What follows belongs to an exercise in optimizing a design on an open flow for small area; a production flow would make more cautious choices.
Function was checked by simulation only, so behaviour that the tests miss may differ from the original.
No run shown here takes its clock network from TritonCTS; it comes from the design's own scripts or RTL.
The clock input has no modelled driver; a real chip could not lean on it and would need a root buffer or a full tree.
Power is estimated from default activity; no workload was simulated.

### flow/design.v
module SmartParkingSystem(
    input clk,
    input reset_n,
    input echo,
    input [3:0] ir_sensors,
    output reg trigger,
    output reg servo_pwm,
    output reg red_led,
    output reg green_led
);
localparam [21:0] U_POS0 = 22'h20ef50;    
reg  [21:0] u;
reg         u_wrap_d;    
wire u_wrap = (~u[21] & u[20] & ~u[19] & ~u[18] & ~u[17] & ~u[16] & ~u[15] & u[14] & u[13] & ~u[11] & u[10] & u[9] & u[8] & u[7] & ~u[6] & u[5] & ~u[4] & u[3] & ~u[2] & ~u[1] & ~u[0]);
wire u_500  = (u[15] & ~u[10] & ~u[8] & ~u[6] & u[5] & u[1] & ~u[0]);
always @(posedge clk or negedge reset_n) begin
    if (!reset_n) begin
        u        <= U_POS0;
        u_wrap_d <= 1'b1;
        trigger  <= 1'b0;
    end else begin
        u        <= {u[20:0], u[21] ^ u[20] ^ u_wrap};
        u_wrap_d <= u_wrap;
        trigger  <= u_wrap_d | (trigger & ~u_500);
    end
end
localparam [10:0] E_ZERO = 11'h525;   
localparam [10:0] EPOL   = 11'h2aa;
reg  [10:0] e_r;
reg         vehicle_detected;
wire [10:0] e = e_r ^ EPOL;
wire        e_low  = &e[9:0];
wire        e_sat  = e_low & e[10];           
wire        e_nz   = (e_r != (E_ZERO ^ EPOL));  
wire [10:0] e_next = echo ? {e[9:0], ~(e[10] ^ e[8]) | e_low} : E_ZERO;
always @(posedge clk or negedge reset_n) begin
    if (!reset_n) begin
        e_r <= E_ZERO ^ EPOL;
        vehicle_detected <= 1'b0;
    end else begin
        e_r <= e_next ^ EPOL;
        if (!echo && e_nz)
            vehicle_detected <= ~e_sat;
    end
end
reg not_full;    
always @(posedge clk or negedge reset_n) begin
    if (!reset_n) not_full <= 1'b0;
    else          not_full <= ~&ir_sensors;
end
wire full = ~not_full;
reg  [21:0] c;
wire c_mid0   = ~|c[20:2];
wire c_low    = c_mid0 & ~c[21];            
wire c_idchk  = c_low & ~c[1];              
wire c_idle   = c_idchk & ~c[0];
wire c_check  = c_idchk & c[0];
wire c_close  = c_mid0 & c[21] & ~c[1] & ~c[0];    
wire c_jump   = (~c[21] & ~c[20] & c[19] & ~c[18] & ~c[17] & c[14] & c[13] & ~c[12] & ~c[11] & c[10] & ~c[9] & c[8] & ~c[7] & c[6] & ~c[5] & c[4] & c[3] & c[2] & c[1] & ~c[0]);
wire c_back   = c_check & full;             
wire c_fb     = (c_idle & vehicle_detected) |
                (~c_close & ~c_back & (c[21] ^ c[20] ^ c[8] ^ c[0] ^ c_jump));
reg duty_open;   
always @(posedge clk or negedge reset_n) begin
    if (!reset_n) begin
        c         <= 22'd0;
        duty_open <= 1'b0;
        red_led   <= 1'b0;
        green_led <= 1'b0;
    end else begin
        c         <= {c[20:1], c[0] & ~c_back, c_fb};
        duty_open <= ~c_low;
        if (c_idchk | c_close)
            red_led <= full;
        if (c_idchk)
            green_led <= ~full;
        else if (c_close)
            green_led <= 1'b0;
    end
end
localparam [19:0] P_POS0 = 20'hc7652;
reg  [19:0] p;
reg         p_lt50k;     
reg         p_lt100k;    
wire p_wrap  = (p[19] & p[18] & p[17] & ~p[16] & ~p[15] & ~p[14] & p[13] & p[12] & p[11] & ~p[10] & p[9] & p[8] & ~p[7] & ~p[6] & p[5] & ~p[4] & p[3] & ~p[2] & ~p[1] & p[0]);
wire p_49999 = (p[17] & p[14] & ~p[13] & ~p[12] & p[11] & ~p[10] & p[9] & p[7] & ~p[6] & ~p[5] & ~p[4] & ~p[3] & p[2] & ~p[0]);
wire p_99999 = (~p[16] & ~p[15] & p[14] & ~p[13] & ~p[11] & p[10] & ~p[9] & p[8] & p[7] & p[6] & ~p[5] & ~p[4] & p[3] & p[2] & p[1] & ~p[0]);
always @(posedge clk or negedge reset_n) begin
    if (!reset_n) begin
        p         <= P_POS0;
        p_lt50k   <= 1'b1;
        p_lt100k  <= 1'b1;
        servo_pwm <= 1'b0;
    end else begin
        p         <= {p[18:0], p[19] ^ p[16] ^ p_wrap};
        p_lt50k   <= p_wrap | (p_lt50k & ~p_49999);
        p_lt100k  <= p_wrap | (p_lt100k & ~p_99999);
        servo_pwm <= duty_open ? p_lt100k : p_lt50k;
    end
end
endmodule
### flow/flow/run.sh
#!/bin/bash
# The standard ORFS layout with a hand-made one-level clock tree
# (flow/cts_pre.tcl, run as the PRE_CTS_TCL hook) and buf_1 port buffers.
# All tool output goes to standard.log in this folder.
set -e
export PRE_CTS_TCL=$PWD/flow/cts_pre.tcl
export PRE_FLOORPLAN_TCL=$PWD/flow/pre_fp.tcl
export HAND_CTS_BUF=${HAND_CTS_BUF:-sky130_fd_sc_hd__clkbuf_8}
export HAND_CTS_NX=${HAND_CTS_NX:-2}
export HAND_CTS_NY=${HAND_CTS_NY:-2}
export BUFFER_PORTS_ARGS="-buffer_cell sky130_fd_sc_hd__buf_1"
bash standard.sh > standard.log 2>&1
### flow/flow/cts_pre.tcl
# Hand-made clock tree, run by ORFS's cts.tcl as its PRE_CTS hook: the clock
# port drives a few clock buffers, each driving the flip-flops of one region
# of the placement directly. clock_tree_synthesis is then skipped.
set cts_buf $::env(HAND_CTS_BUF)
set nx $::env(HAND_CTS_NX)
set ny $::env(HAND_CTS_NY)
set db [ord::get_db]
set block [ord::get_db_block]
set master [$db findMaster $cts_buf]
set clk_net [$block findNet clk]
set sinks {}
foreach it [$clk_net getITerms] {
  set inst [$it getInst]
  lassign [$inst getLocation] x y
  lappend sinks [list $x $y $it]
}
set n [llength $sinks]
puts "hand CTS: $n sinks, ${nx}x${ny} buffers of $cts_buf"
set sinks [lsort -integer -index 0 $sinks]
set per_col [expr {int(ceil(double($n) / $nx))}]
set k 0
for {set c 0} {$c < $nx} {incr c} {
  set col [lrange $sinks [expr {$c * $per_col}] [expr {($c + 1) * $per_col - 1}]]
  set col [lsort -integer -index 1 $col]
  set m [llength $col]
  set per_cell [expr {int(ceil(double($m) / $ny))}]
  for {set r 0} {$r < $ny} {incr r} {
    set grp [lrange $col [expr {$r * $per_cell}] [expr {($r + 1) * $per_cell - 1}]]
    if {[llength $grp] == 0} { continue }
    set sx 0; set sy 0
    foreach s $grp { set sx [expr {$sx + [lindex $s 0]}]; set sy [expr {$sy + [lindex $s 1]}] }
    set cx [expr {$sx / [llength $grp]}]
    set cy [expr {$sy / [llength $grp]}]
    set buf [odb::dbInst_create $block $master "clkbuf_hand_$k"]
    $buf setLocation $cx $cy
    $buf setPlacementStatus PLACED
    set net [odb::dbNet_create $block "clknet_hand_$k"]
    $net setSigType CLOCK
    [$buf findITerm A] connect $clk_net
    [$buf findITerm X] connect $net
    foreach s $grp {
      set it [lindex $s 2]
      $it disconnect
      $it connect $net
    }
    puts "hand CTS: buffer $k at ($cx, $cy) drives [llength $grp] sinks"
    incr k
  }
}
$clk_net setSigType CLOCK
set_propagated_clock [all_clocks]
proc clock_tree_synthesis {args} { puts "clock_tree_synthesis skipped: hand-made tree" }
### flow/flow/pre_fp.tcl
# PRE_FLOORPLAN hook: give every combinational cell from synthesis the smallest
# drive strength of its type (same function and pins); ORFS's repair_design
# later sizes up whatever needs it for slew and capacitance.
set db [ord::get_db]
set block [ord::get_db_block]
set bytype {}
foreach lib [$db getLibs] {
  foreach m [$lib getMasters] {
    set n [$m getName]
    if {[regexp {^(sky130_fd_sc_hd__[a-z0-9]+)_([0-9]+)$} $n -> base drive]} {
      dict lappend bytype $base $m
    }
  }
}
set dont_use [expr {[info exists ::env(DONT_USE_CELLS)] ? $::env(DONT_USE_CELLS) : ""}]
set nswap 0
foreach inst [$block getInsts] {
  set m [$inst getMaster]
  set n [$m getName]
  if {![regexp {^(sky130_fd_sc_hd__[a-z0-9]+)_([0-9]+)$} $n -> base drive]} { continue }
  if {[regexp {^sky130_fd_sc_hd__(df|sdf|edf|sedf|dl|sdl|clk|conb|tap|fill|decap|lpflow)} $n]} { continue }
  if {![dict exists $bytype $base]} { continue }
  set best $m
  foreach c [dict get $bytype $base] {
    if {[lsearch -exact $dont_use [$c getName]] >= 0} { continue }
    set a [expr {[$c getWidth] * [$c getHeight]}]
    set ab [expr {[$best getWidth] * [$best getHeight]}]
    if {$a < $ab} { set best $c }
  }
  if {$best ne $m} {
    $inst swapMaster $best
    incr nswap
  }
}
puts "pre_floorplan: downsized $nswap cells"
### flow/standard.sh
#!/bin/bash
# synth_recipe.tcl (not shown) runs the flow's synth.tcl, then flattens the netlist and writes it again
# the make line also repeats each setting of config.mk as NAME=value (left out here)
make -C /OpenROAD-flow-scripts/flow DESIGN_CONFIG=/design/flow/config.mk WORK_HOME=/design/flow/orfs CLKGATE_MAP_FILE= SYNTH_SCRIPT=/design/flow/synth_recipe.tcl "${@:-finish}"
### flow/config.mk
export PLATFORM = sky130hd
export DESIGN_NAME = SmartParkingSystem
export DESIGN_NICKNAME = SmartParkingSystem
export VERILOG_FILES = /design/flow/design.v
export SDC_FILE = /design/flow/constraint.sdc
export NUM_CORES = 4
export LEC_CHECK = 0
export ABC_CLOCK_PERIOD_IN_PS = 100000
export CAP_MARGIN = 20
export CORE_MARGIN = 2
export CORE_UTILIZATION = 78
export PLACE_DENSITY = 0.88
export SLEW_MARGIN = 20
### flow/constraint.sdc
create_clock -name core_clock -period 10.0 [get_ports {clk}]
set_input_delay 2.0000 -clock core_clock [delete_from_list [all_inputs] [get_ports {clk}]]
set_output_delay 2.0000 -clock core_clock [all_outputs]
set_load 0.01 [all_outputs]
==> summary.txt, run 1 <==
Synth
  – Async set or reset register ratio after synthesis: 100%
  – Post-synthesis sequential area ratio: 79.3%
  – Compound-Gate Fraction of Synth Area: 3.39%
  – Synth Area in XOR/XNOR: 1.28%
  – Largest family of logic cells by synthesized area: simple AND/OR/NAND/NOR gates
  – Yosys synthesis chip area: 2730 sq um
  – Yosys warning total: 1
  – Syn_nets: 181
  – Post-synth EDFFs: 0
  – Post-Synth Simple-Gate Area: 13.6%
  – Yosys reg bits: 85
  – Post-synth top flop: dfrtp_1
  – Cells after Synth: 172
  – Synth cell types: 37
  – Mux contribution to synthesized area: 0.778%
  – Adder-cell share of the synthesized area: 0.916%

Setup path
  – Worst-path cell chain: buf_1
  – Reg2reg setup slack: 7.69 ns
  – Reg2reg start: c[3]$_DFF_PN0_
  – Reg2reg end: green_led$_DFFE_PN0P_
  – Worst path depth: 1
  – Setup CP Type: flip-flop to output port
  – Buffers and inverters on the worst path: 1
  – R2R depth: 5
  – CP startpoint kind: flip-flop
  – Arrival time at the worst endpoint: 0.72 ns
  – Crit Path Max Fanout: 2
  – Slowest cell on crit path: dfrtp_1
  – CP endpoint kind: output port
  – CP required: 8.00 ns
  – Crit path largest cell delay: 0.42 ns
  – Largest delay share family, worst path: flip-flops
  – Worst setup path start: green_led$_DFFE_PN0P_

Timing
  – Clock skew: 0.00350 ns
  – Min Clock Period, post-route: 2.72 ns
  – Max Freq: 368 MHz
  – RSZ-0062 raised after global routing: false
  – Slew @ Worst Pin: 0.572 ns
  – Final Hold Fails: 0
  – Rel. slew slack: 61.6%
  – Fin. max-slew vios: 0
  – Endpoints failing setup: 0
  – Setup TNS: 0 ns
  – Final Cycle Share: 27.2%

Min path
  – Hold Path Sink: u[13]$_DFF_PN1_
  – HP Class: flip-flop to flip-flop
  – Worst hold path depth: 0
  – Min-delay src: u[12]$_DFF_PN0_

CTS
  – Cts hold-fix bufs: 0
  – Clock Pin Slew Worst Setup and Hold Paths: 0.11 ns
  – Post-cts resize count: 0
  – Clock Latency Late Sink: 0.17 ns
  – Postcts setup bufs: 0

Detailed routing
  – WL final: 5230 um
  – DR pass1 iterations: 4
  – Iter 0 DRT Violations: 137
  – Final ANT Viol Nets: 0
  – WL/cell: 22.5 um
  – Routed vias/inst: 6.60
  – DR DRC count: 0
  – Via Count: 1531

Final layout
  – Fin util: 86.4%
  – Number of fill cells: 128
  – Commonest non-fill, non-tap cell in the layout: dfrtp_1
  – Share of layout cells above drive strength 1: 21.0%
  – Most frequent cells in the layout: dfrtp_1 (54), dfstp_2 (31), nand2_1 (14)
  – Fin nets: 197
  – Diode count: 0

Global route
  – Top Usage Layer GRT: met2
  – First-pass GRT wire length: 8160 um
  – Met3 global-route usage: 1.26%
  – Initial antenna violation count: 0
  – Total gr overflow: 0
  – M2 GR Usage: 45.9%
  – Pin count of the biggest net entering global routing: 86
  – Vias in the first global route: 1626
  – Met1 GRT Util: 38.5%
  – GR Util All Layers: 26.6%

Placed design
  – HPWL after DPL: 3340 um
  – Placer Congestion: 0.866
  – # port buffers: 10

Flow run
  – Max cap viols: 0

Die
  – Total core area: 3340 sq um
  – Initial Util: 81.1%
  – Die X-Extent: 62.9 um
  – Ports: 11
  – FP Rows: 21
  – Die height: 62.9 um
  – Die area: 3960 sq um

Power
  – Worst VDD drop: 0.000192 V
  – Pwr dens: 212 nW/um^2
  – Leakage power: 1.25 nW

Run status
  – Status: finished clean
==> worst register-to-register path, stage by stage, from the launching register on <==
cell and delay [ns]:
dfrtp_1 0.43, nor4_1 0.37, nand4_1 0.19, nor3_1 0.52
o21ai_0 0.39, a32o_1 0.31
==> stage by stage <==
stage / setup WS (ns) / total power, mW / hold WS (ns) / area (sq um) / cells
floorplan: 7.55 / 0.461 / 0.333 / 2710 / 172
global placement: 7.12 / 0.483 / 0.339 / 2800 / 227
detailed placement: 7.07 / 0.494 / 0.342 / 2800 / 227
CTS: 7.27 / 0.605 / 0.371 / 2860 / 231
global route: 7.26 / 0.640 / 0.384 / 2880 / 232
finish: 7.28 / 0.613 / 0.368 / 2880 / 232
==> state kept, by name, indices dropped and copies added, names as in the netlist <==
name,cells
trigger,1
servo_pwm,1
u,22
u_wrap_d,1
red_led,1
p,20
p_lt50k,1
vehicle_detected,1
c,22
not_full,1
green_led,1
e_r,11
p_lt100k,1
duty_open,1
==> metal layers <==
metal / share of wire, % / vias to the layer above / routed length (um)
li1: - / 645 / -
met4: 2.1 / 0 / 112
met5: 0 / - / 0
met3: 3.9 / 14 / 204
met2: 55 / 73 / 2870
met1: 39 / 799 / 2050
==> final cells by class <==
| class | count | area [sq um] | area share (%) |
|---|---|---|---|
| flip-flops and latches | 85 | 2170 | 75.1 |
| inverters | 5 | 18.8 | 0.651 |
| plain buffers | 4 | 55.1 | 1.91 |
| multi-input cells | 81 | 518 | 18.0 |
| well taps | 46 | 57.6 | 2.00 |
| repair buffers | 11 | 68.8 | 2.39 |
==> how the worst max path moves through the flow <==
stage / to / slack, ns
after CTS: c[13]$_DFF_PN0_ / 7.27
after detailed placement: c[7]$_DFF_PN0_ / 7.07
final: green_led / 7.28
after floorplan: e_r[4]$_DFF_PN0_ / 7.55
after global placement: c[8]$_DFF_PN0_ / 7.12
after global routing: green_led / 7.26
==> synthesized netlist by cell type (2+ instances only) <==
cell type  count  area share [%]
ha_1           2            0.92
o21ai_0        2            0.37
nand4b_1       3            0.96
nor3_1         4            0.73
inv_1          5            0.69
or3_1          2            0.46
nand3_1        6             1.1
dfstp_2       31              30
nor2_1         6            0.82
nor2b_1        3            0.69
dfrtp_1       54              49
xor2_1         2            0.64
nand4_1        7             1.6
nand2_1       14             1.9
or4_4          2            0.82
nor4_1         7             1.6
xnor2_1        2            0.64
==> report_power, final <==
group	switching [mW]	internal [mW]	leakage [nW]
sequential	0.0418	0.392	1.02
combinational	0.0395	0.0252	0.199
clock	0.0768	0.0375	0.0288
total	0.158	0.455	1.25
==> cells by family after synthesis <==
logic type,Yosys count
flops,85
simple gates,62
compound gates,11
buf+inv,6
xor+xnor,4
mux,2
fa+ha+maj,2
==> inputs of run 2 (changes only) <==
--- a/flow/flow/run.sh
+++ b/flow/flow/run.sh
@@ -5,6 +5,8 @@
 set -e
 export PRE_CTS_TCL=$PWD/flow/cts_pre.tcl
 export PRE_FLOORPLAN_TCL=$PWD/flow/pre_fp.tcl
+export PRE_RESIZE_TCL=$PWD/flow/pre_rsz.tcl
+export RESET_BUF_CELL=${RESET_BUF_CELL:-sky130_fd_sc_hd__buf_2}
 export HAND_CTS_BUF=${HAND_CTS_BUF:-sky130_fd_sc_hd__clkbuf_8}
 export HAND_CTS_NX=${HAND_CTS_NX:-2}
 export HAND_CTS_NY=${HAND_CTS_NY:-2}
==> flow/flow/pre_rsz.tcl (new file) <==
# PRE_RESIZE hook: the reset port's input buffer drives every flip-flop's
# reset pin; make it a buf_2 (enough for the slew limit there) and keep
# repair_design from resizing it.
set block [ord::get_db_block]
set master [[ord::get_db] findMaster $::env(RESET_BUF_CELL)]
set bt [$block findBTerm reset_n]
foreach it [[$bt getNet] getITerms] {
  set inst [$it getInst]
  if {[string match "sky130_fd_sc_hd__buf_*" [[$inst getMaster] getName]]} {
    $inst swapMaster $master
    set_dont_touch [get_cells [$inst getName]]
    puts "pre_resize: reset buffer [$inst getName] is $::env(RESET_BUF_CELL)"
  }
}
==> run 2 against run 1 <==
  * Still clean on timing, DRC and antenna
  * Hold slack stayed put
  * Clock power hardly changed
  * Synthesized cell count stayed put
  * Utilization stayed put
  * First-iteration DRC count stayed put
  * Die area stayed put
  * Critical path depth stayed put
  * Largest cell class unchanged
==> summary.txt, run 2 <==
Setup path
  – Worst-path cell chain: buf_1
  – R2R depth: 5
  – Arrival time at the worst endpoint: 0.72 ns
  – CP startpoint kind: flip-flop
  – Slowest cell on crit path: dfrtp_1
  – Crit path largest cell delay: 0.42 ns
  – Crit Path Max Fanout: 2
  – Buffers and inverters on the worst path: 1
  – CP endpoint kind: output port
  – Reg2reg end: green_led$_DFFE_PN0P_
  – Reg2reg setup slack: 7.69 ns
  – Largest delay share family, worst path: flip-flops
  – Reg2reg start: c[3]$_DFF_PN0_
  – Setup CP Type: flip-flop to output port
  – CP required: 8.00 ns

Power
  – Pwr dens: 212 nW/um^2
  – Leakage power: 1.25 nW
  – Worst VDD drop: 0.000192 V

Die
  – Total core area: 3340 sq um
  – Ports: 11
  – Die height: 62.9 um
  – Die X-Extent: 62.9 um
  – Initial Util: 81.1%
  – Die area: 3960 sq um
  – FP Rows: 21

Synth
  – Synth Area in XOR/XNOR: 1.28%
  – Adder-cell share of the synthesized area: 0.916%
  – Ranking of synthesized cells by area: dfrtp_1 (49%), dfstp_2 (30%), nand2_1 (1.9%)
  – Mux contribution to synthesized area: 0.778%
  – Synth top area share: 49.5%
  – Cells after Synth: 172
  – Post-synth top flop: dfrtp_1
  – Yosys warning total: 1
  – Syn_nets: 181
  – Post-synthesis sequential area ratio: 79.3%
  – Post-Synth Simple-Gate Area: 13.6%
  – Synth cell types: 37
  – Synth cell count leaders: dfrtp_1 (54), dfstp_2 (31), nand2_1 (14), nand4_1 (7), nor4_1 (7)
  – Async set or reset register ratio after synthesis: 100%
  – Top-count cell post-synth: dfrtp_1
  – Compound-Gate Fraction of Synth Area: 3.39%
  – Yosys synthesis chip area: 2730 sq um
  – Post-synth top area cell: dfrtp_1
  – Largest family of logic cells by synthesized area: simple AND/OR/NAND/NOR gates
  – Yosys reg bits: 85
  – Post-synth EDFFs: 0

Flow run
  – Max cap viols: 0

CTS
  – Clock Latency Late Sink: 0.17 ns
  – Postcts setup bufs: 0
  – Post-cts resize count: 0
  – Clock Pin Slew Worst Setup and Hold Paths: 0.11 ns
  – Cts hold-fix bufs: 0

Global route
  – GR Util All Layers: 26.6%
  – Initial antenna violation count: 0
  – Total gr overflow: 0
  – First-pass GRT wire length: 8160 um
  – Vias in the first global route: 1626
  – Pin count of the biggest net entering global routing: 86

Timing
  – RSZ-0062 raised after global routing: false
  – Min Clock Period, post-route: 2.72 ns
  – Fin. max-slew vios: 0
  – Final Cycle Share: 27.2%
  – Clock skew: 0.00350 ns
  – Final Hold Fails: 0
  – Slew @ Worst Pin: 0.572 ns
  – Max Freq: 368 MHz
  – Hold_ws: 0.368 ns
  – Endpoints failing setup: 0
  – Setup TNS: 0 ns
  – PnR worst setup slack: 7.28 ns
  – Rel. slew slack: 61.6%

Final layout
  – Finished Layout Cells: 232
  – Cell area after layout: 2880 sq um
  – Commonest non-fill, non-tap cell in the layout: dfrtp_1
  – Share of layout cells above drive strength 1: 21.0%
  – Fin nets: 197
  – Diode count: 0
  – Number of fill cells: 128
  – Most frequent cells in the layout: dfrtp_1 (54), dfstp_2 (31), nand2_1 (14)
  – Biggest regs: c x22, u x22, p x20

Detailed routing
  – Routed vias/inst: 6.60
  – Iter 0 DRT Violations: 137
  – WL final: 5230 um
  – DR pass1 iterations: 4
  – Via Count: 1531
  – Final ANT Viol Nets: 0
  – DR DRC count: 0
  – WL/cell: 22.5 um

Placed design
  – HPWL after DPL: 3340 um
  – Post-DP Area: 2800 sq um
  – Pre-CTS WS: 7.07 ns
  – Cell Count Post-Placement: 227
  – # port buffers: 10
  – Placer Congestion: 0.866

Min path
  – HP Class: flip-flop to flip-flop
  – Hold Path Sink: u[13]$_DFF_PN1_
  – Worst hold path depth: 0
  – Min-delay src: u[12]$_DFF_PN0_

Run status
  – Status: finished clean
==> run 2: worst max-delay path by stage <==
| stage | from | slack (ns) | cells past startpoint | end |
|---|---|---|---|---|
| after floorplan | echo | 7.55 | 2 | e_r[4]$_DFF_PN0_ |
| after global placement | reset_n | 7.12 | 1 | c[8]$_DFF_PN0_ |
| after detailed placement | reset_n | 7.07 | 1 | c[7]$_DFF_PN0_ |
| after CTS | reset_n | 7.27 | 1 | c[13]$_DFF_PN0_ |
| after global routing | green_led$_DFFE_PN0P_ | 7.26 | 1 | green_led |
| final | green_led$_DFFE_PN0P_ | 7.28 | 1 | green_led |
==> run 2: area by class of cell <==
cell class / count / area [sq um] / area share, %
well taps: 46 / 57.6 / 2.00
plain buffers: 4 / 55.1 / 1.91
multi-input cells: 81 / 518 / 18.0
inverters: 5 / 18.8 / 0.651
flip-flops and latches: 85 / 2170 / 75.1
repair buffers: 11 / 68.8 / 2.39
==> run 2: logic make-up after synthesis <==
logic type / after synthesis
buffers and inverters: 6
DFF: 85
AOI/OAI and AO/OA: 11
and+or+nand+nor: 62
xor gates and xnor gates: 4
adders and majority gates: 2
muxes: 2
==> run 2: per-layer routing <==
metal,vias up,track usage [%],wire [um]
met3,14,1.26,204
li1,645,-,-
met4,0,6.67,112
met1,799,38.5,2050
met5,-,0,0
met2,73,45.9,2870
==> run 2: power by group <==
part	leakage, nW	internal [mW]	total, mW	switching [mW]
clock network	0.0288	0.0375	0.114	0.0768
logic	0.199	0.0252	0.0646	0.0395
registers	1.02	0.392	0.434	0.0418
total	1.25	0.455	0.613	0.158
==> run 2: through the flow <==
step	total power [mW]	util, %
after detailed placement	0.494	84.0
final	0.613	86.4
after global routing	0.640	86.4
after global placement	0.483	84.0
after floorplan	0.461	-
after CTS	0.605	85.6
==> inputs of run 3 (changes only) <==
--- a/flow/flow/pre_rsz.tcl
+++ b/flow/flow/pre_rsz.tcl
@@ -6,7 +6,7 @@
 set bt [$block findBTerm reset_n]
 foreach it [[$bt getNet] getITerms] {
   set inst [$it getInst]
-  if {[string match "sky130_fd_sc_hd__buf_*" [[$inst getMaster] getName]]} {
+  if {[string match "sky130_fd_sc_hd__*buf_*" [[$inst getMaster] getName]]} {
     $inst swapMaster $master
     set_dont_touch [get_cells [$inst getName]]
     puts "pre_resize: reset buffer [$inst getName] is $::env(RESET_BUF_CELL)"
--- a/flow/config.mk
+++ b/flow/config.mk
@@ -9,5 +9,6 @@
 export CAP_MARGIN = 20
 export CORE_MARGIN = 2
 export CORE_UTILIZATION = 78
+export GPL_TIMING_DRIVEN = 0
 export PLACE_DENSITY = 0.88
 export SLEW_MARGIN = 20
==> run 3 against run 2 <==
  * Final cell count up 0.86%
  * Combinational power about the same
  * Fmax rose by 0.31%
  * Cell area increased by 0.48%
  * Synthesized cell count did not move
  * Setup slack improved by 0.0083 ns
  * Die area did not move
  * Critical path type unchanged
  * Critical endpoint unchanged
  * Largest cell class unchanged
  * Largest power group unchanged
==> summary.txt, run 3 <==
Run status
  – Status: finished clean

Die
  – Die X-Extent: 62.9 um
  – Die area: 3960 sq um
  – Die height: 62.9 um
  – Total core area: 3340 sq um
  – Ports: 11
  – FP Rows: 21
  – Initial Util: 81.1%

Timing
  – Fin. max-slew vios: 0
  – Hold_ws: 0.374 ns
  – Clock skew: 0.00556 ns
  – Max Freq: 369 MHz
  – Rel. slew slack: 65.0%
  – Min Clock Period, post-route: 2.71 ns
  – Slew @ Worst Pin: 0.520 ns
  – RSZ-0062 raised after global routing: false
  – Final Hold Fails: 0
  – Final Cycle Share: 27.1%
  – Setup TNS: 0 ns
  – Endpoints failing setup: 0

Final layout
  – Fin nets: 199
  – Biggest regs: c x22, u x22, p x20
  – Share of layout cells above drive strength 1: 21.3%
  – Cell area after layout: 2900 sq um
  – Diode count: 0
  – Commonest non-fill, non-tap cell in the layout: dfrtp_1
  – Most frequent cells in the layout: dfrtp_1 (54), dfstp_2 (31), nand2_1 (14)
  – Finished Layout Cells: 234

Synth
  – Syn_nets: 181
  – Yosys synthesis chip area: 2730 sq um
  – Async set or reset register ratio after synthesis: 100%
  – Post-synth top area cell: dfrtp_1
  – Top-count cell post-synth: dfrtp_1
  – Synth cell types: 37
  – Yosys reg bits: 85
  – Post-synth top flop: dfrtp_1
  – Cells after Synth: 172
  – Synth top area share: 49.5%
  – Ranking of synthesized cells by area: dfrtp_1 (49%), dfstp_2 (30%), nand2_1 (1.9%)
  – Post-synth EDFFs: 0
  – Yosys warning total: 1
  – Post-synthesis sequential area ratio: 79.3%
  – Synth cell count leaders: dfrtp_1 (54), dfstp_2 (31), nand2_1 (14), nand4_1 (7), nor4_1 (7)

Global route
  – Total gr overflow: 0
  – Initial antenna violation count: 0
  – Pin count of the biggest net entering global routing: 34
  – Vias in the first global route: 1627
  – First-pass GRT wire length: 8050 um
  – GR Util All Layers: 26.3%

Detailed routing
  – WL final: 4760 um
  – Final ANT Viol Nets: 0
  – DR DRC count: 0
  – Via Count: 1479
  – Iter 0 DRT Violations: 125
  – Routed vias/inst: 6.32
  – DR pass1 iterations: 4
  – WL/cell: 20.4 um

CTS
  – Clock Pin Slew Worst Setup and Hold Paths: 0.11 ns
  – Post-cts resize count: 0
  – Cts hold-fix bufs: 0
  – Postcts setup bufs: 0
  – Clock Latency Late Sink: 0.17 ns

Min path
  – HP Class: flip-flop to flip-flop
  – Min-delay src: u[14]$_DFF_PN1_
  – Hold Path Sink: u[15]$_DFF_PN1_
  – Worst hold path depth: 0

Setup path
  – CP endpoint kind: output port
  – Largest delay share family, worst path: flip-flops
  – Reg2reg start: c[11]$_DFF_PN0_
  – CP required: 8.00 ns
  – Setup CP Type: flip-flop to output port
  – Buffers and inverters on the worst path: 1
  – Slowest cell on crit path: dfrtp_1
  – R2R depth: 4
  – Arrival time at the worst endpoint: 0.71 ns
  – CP startpoint kind: flip-flop
  – Worst-path cell chain: buf_1
  – Crit path largest cell delay: 0.41 ns
  – Reg2reg end: green_led$_DFFE_PN0P_
  – Reg2reg setup slack: 7.88 ns
  – Crit Path Max Fanout: 2

Power
  – Pwr dens: 209 nW/um^2
  – Worst VDD drop: 0.000152 V
  – Leakage power: 1.25 nW

Placed design
  – Placer Congestion: 0.906
  – # port buffers: 10
  – HPWL after DPL: 3320 um
  – Post-DP Area: 2840 sq um
  – Cell Count Post-Placement: 230

Flow run
  – Max cap viols: 0
==> run 3: changes by cell type in the layout (fill, tap and decap cells not counted), sizes merged <==
cell	before	now
clkbuf	4	5
buf	11	12
==> run 3: cell type report <==
cell class	instances	area (sq um)
multi-input cells	81	518
plain buffers	5	58.8
fillers	158	439
well taps	46	57.6
inverters	5	18.8
repair buffers	12	78.8
flip-flops and latches	85	2170
==> run 3: through the flow <==
step,total power [mW],setup WS (ns),utilization [%]
2_1_floorplan,0.461,7.55,-
3_3_place_gp,0.482,4.26,84.0
3_5_place_dp,0.496,7.15,85.2
4_1_cts,0.607,7.29,86.8
5_1_grt,0.635,7.24,86.8
6_report,0.607,7.29,86.8
==> run 3: worst max path at each step <==
stage | from | cells after the start | endpoint | slack (ns)
after floorplan | echo | 2 | e_r[4]$_DFF_PN0_ | 7.55
after global placement | reset_n | 1 | c[11]$_DFF_PN0_ | 4.26
after detailed placement | reset_n | 3 | p[18]$_DFF_PN1_ | 7.15
after CTS | green_led$_DFFE_PN0P_ | 1 | green_led | 7.29
after global routing | reset_n | 3 | p[14]$_DFF_PN1_ | 7.24
final | green_led$_DFFE_PN0P_ | 1 | green_led | 7.29
==> run 3: where the power goes <==
| group | switching, mW | internal (mW) | leakage (nW) |
|---|---|---|---|
| logic | 0.0389 | 0.0258 | 0.206 |
| clock network | 0.0755 | 0.0375 | 0.0288 |
| registers | 0.0371 | 0.392 | 1.02 |
| total | 0.152 | 0.455 | 1.25 |
==> run 3: layer usage <==
metal	global-route usage (%)	wire length [um]
met1	38.5	2070
met2	44.3	2400
met3	1.98	163
met4	6.67	126
met5	0	0
==> run 3: cells by family after synthesis <==
family | synth area share [%]
simple gates | 13.6
mux | 0.778
xor+xnor | 1.28
buf+inv | 0.824
fa+ha+maj | 0.916
compound gates | 3.39
flops | 79.3
==> inputs of run 4 (changes only) <==
--- a/flow/flow/run.sh
+++ b/flow/flow/run.sh
@@ -6,7 +6,7 @@
 export PRE_CTS_TCL=$PWD/flow/cts_pre.tcl
 export PRE_FLOORPLAN_TCL=$PWD/flow/pre_fp.tcl
 export PRE_RESIZE_TCL=$PWD/flow/pre_rsz.tcl
-export RESET_BUF_CELL=${RESET_BUF_CELL:-sky130_fd_sc_hd__buf_2}
+export RESET_BUF_CELL=${RESET_BUF_CELL:-sky130_fd_sc_hd__buf_4}
 export HAND_CTS_BUF=${HAND_CTS_BUF:-sky130_fd_sc_hd__clkbuf_8}
 export HAND_CTS_NX=${HAND_CTS_NX:-2}
 export HAND_CTS_NY=${HAND_CTS_NY:-2}
==> run 4 against run 3 <==
  * Total power decreased by 0.82%
  * Wire length increased by 0.27%
  * Critical path depth unchanged
  * Hold slack improved by 0.0053 ns
==> summary.txt, run 4 <==
Placed design
  – Placer Congestion: 0.906
  – # port buffers: 10
  – HPWL after DPL: 3150 um
  – Post-DP Area: 2810 sq um
  – Pre-CTS WS: 7.18 ns
  – Cell Count Post-Placement: 228

Synth
  – Synth Area in XOR/XNOR: 1.28%
  – Post-Synth Simple-Gate Area: 13.6%
  – Post-synth top area cell: dfrtp_1
  – Syn_nets: 181
  – Mux contribution to synthesized area: 0.778%
  – Cells after Synth: 172
  – Synth top area share: 49.5%
  – Yosys synthesis chip area: 2730 sq um
  – Largest family of logic cells by synthesized area: simple AND/OR/NAND/NOR gates
  – Compound-Gate Fraction of Synth Area: 3.39%
  – Post-synth top flop: dfrtp_1
  – Yosys warning total: 1
  – Top-count cell post-synth: dfrtp_1
  – Synth cell types: 37
  – Post-synthesis sequential area ratio: 79.3%
  – Ranking of synthesized cells by area: dfrtp_1 (49%), dfstp_2 (30%), nand2_1 (1.9%)
  – Synth cell count leaders: dfrtp_1 (54), dfstp_2 (31), nand2_1 (14), nand4_1 (7), nor4_1 (7)
  – Post-synth EDFFs: 0
  – Async set or reset register ratio after synthesis: 100%
  – Adder-cell share of the synthesized area: 0.916%
  – Yosys reg bits: 85

Setup path
  – Buffers and inverters on the worst path: 1
  – Crit Path Max Fanout: 2
  – CP startpoint kind: flip-flop
  – CP endpoint kind: output port
  – Setup CP Type: flip-flop to output port
  – Worst path depth: 1
  – Reg2reg end: green_led$_DFFE_PN0P_
  – Arrival time at the worst endpoint: 0.72 ns
  – Largest delay share family, worst path: flip-flops
  – Reg2reg setup slack: 7.79 ns
  – Reg2reg start: c[11]$_DFF_PN0_
  – Slowest cell on crit path: dfrtp_1
  – Worst-path cell chain: buf_1
  – CP required: 8.00 ns
  – Crit path largest cell delay: 0.42 ns
  – R2R depth: 4

Final layout
  – Commonest non-fill, non-tap cell in the layout: dfrtp_1
  – Fin nets: 197
  – Number of fill cells: 139
  – Most frequent cells in the layout: dfrtp_1 (54), dfstp_2 (31), nand2_1 (14)
  – Diode count: 0
  – Share of layout cells above drive strength 1: 20.4%
  – Biggest regs: c x22, u x22, p x20
  – Finished Layout Cells: 232
  – Fin util: 85.7%
  – Cell area after layout: 2860 sq um

Timing
  – RSZ-0062 raised after global routing: false
  – Min Clock Period, post-route: 2.72 ns
  – Fin. max-slew vios: 0
  – PnR worst setup slack: 7.28 ns
  – Max Freq: 368 MHz
  – Clock skew: 0.00859 ns
  – Slew @ Worst Pin: 0.955 ns
  – Endpoints failing setup: 0
  – Setup TNS: 0 ns
  – Final Cycle Share: 27.2%
  – Hold_ws: 0.379 ns
  – Rel. slew slack: 36.3%
  – Final Hold Fails: 0

Power
  – Flop pwr share: 71.3%
  – Logic pwr share: 10.0%
  – Pwr dens: 210 nW/um^2
  – Psw: 0.148 mW
  – Cell Int Power: 0.454 mW
  – Overall Power: 0.602 mW
  – Sw Share: 24.6%
  – Worst VDD drop: 0.000194 V
  – Clock share of power: 18.6%
  – Leakage power: 1.23 nW

Global route
  – Initial antenna violation count: 0
  – Pin count of the biggest net entering global routing: 86
  – Vias in the first global route: 1537
  – First-pass GRT wire length: 8120 um
  – Total gr overflow: 0
  – GR Util All Layers: 26.7%

Detailed routing
  – Final ANT Viol Nets: 0
  – Iter 0 DRT Violations: 90
  – Via Count: 1441
  – WL/cell: 20.6 um
  – DR pass1 iterations: 4
  – Routed vias/inst: 6.21
  – DR DRC count: 0
  – WL final: 4780 um

Die
  – Initial Util: 81.1%
  – Die height: 62.9 um
  – Die X-Extent: 62.9 um
  – Total core area: 3340 sq um
  – Die area: 3960 sq um
  – Ports: 11
  – FP Rows: 21

Min path
  – Worst hold path depth: 0
  – Min-delay src: c[12]$_DFF_PN0_
  – Hold Path Sink: c[13]$_DFF_PN0_
  – HP Class: flip-flop to flip-flop

CTS
  – Clock Pin Slew Worst Setup and Hold Paths: 0.12 ns
  – Clock Latency Late Sink: 0.17 ns
  – Post-cts resize count: 0
  – Postcts setup bufs: 0
  – Cts hold-fix bufs: 0

Run status
  – Status: finished clean

Flow run
  – Max cap viols: 0
run 4: cell counts after synthesis:
No cell type changed its count.
run 4: cell type report:
class                           count  area, sq um  area share (%)
Buffer                              5         58.8            2.06
Inverter                            5         18.8           0.656
Multi-Input combinational cell     81          518            18.1
Sequential cell                    85         2170            75.7
Tap cell                           46         57.6            2.01
Timing Repair Buffer               10         41.3            1.44
run 4: power by group through the flow:
stage	combinational (mW)	clock, mW	sequential [mW]
global placement	0.0527	0	0.430
floorplan	0.0403	0	0.421
CTS	0.0611	0.113	0.429
global route	0.0679	0.127	0.436
detailed placement	0.0603	0	0.433
finish	0.0604	0.112	0.429
run 4: logic make-up after synthesis:
logic type,Yosys count
AO/OA/AOI/OAI,11
adder cells (fa/ha/maj),2
buffers and inverters,6
multiplexers,2
AND/OR/NAND/NOR,62
flip-flops,85
XOR/XNOR,4
run 4: how the worst max path moves through the flow:
stage / from / to / slack (ns)
floorplan: echo / e_r[4]$_DFF_PN0_ / 7.55
global placement: reset_n / c[11]$_DFF_PN0_ / 4.26
detailed placement: reset_n / c[9]$_DFF_PN0_ / 7.18
CTS: red_led$_DFFE_PN0P_ / red_led / 7.28
global route: reset_n / c[8]$_DFF_PN0_ / 7.21
finish: red_led$_DFFE_PN0P_ / red_led / 7.28
run 4: layer usage:
metal | share of wire (%) | routed length, um | GRT usage [%] | vias up
li1 | - | - | - | 641
met1 | 42 | 2010 | 39.0 | 743
met2 | 53 | 2510 | 46.4 | 48
met3 | 3.5 | 167 | 1.44 | 9
met4 | 1.7 | 81 | 4.72 | 0
met5 | 0 | 0 | 0 | -

-- static timing again, ports no longer ideal --
The flow's constraints put no driver on any port. The routed layouts listed below were extracted and timed again, unchanged, in two steps.
Step 1 (the two cells are an assumption about what drives the block):
set clk [get_ports {clk}]
set_driving_cell -lib_cell sky130_fd_sc_hd__clkbuf_16 $clk
set_driving_cell -lib_cell sky130_fd_sc_hd__buf_2 [delete_from_list [all_inputs] $clk]
Step 2 times the ports against the registers' clock, not the clock port: input delays grow and output delays shrink by t, the midpoint of the rising clock arrivals with the driver on.
a / b / c = ideal / step 1 / step 2; a / b = the first two.
run | shift t [ns] | setup WS [ns] | hold slack, ns | pins driven straight from the clock port
run 1 | 0.219 | 7.283 / 7.230 / 7.163 | 0.368 / 0.368 / 0.368 | 4
run 2 | 0.219 | 7.283 / 7.230 / 7.163 | 0.368 / 0.368 / 0.368 | 4
run 3 | 0.218 | 7.291 / 7.236 / 7.200 | 0.374 / 0.374 / 0.374 | 4
run 4 | 0.216 | 7.281 / 7.229 / 7.211 | 0.379 / 0.379 / 0.379 | 4
After both steps every run listed still meets setup and hold. Setup slack includes reset recovery checks.
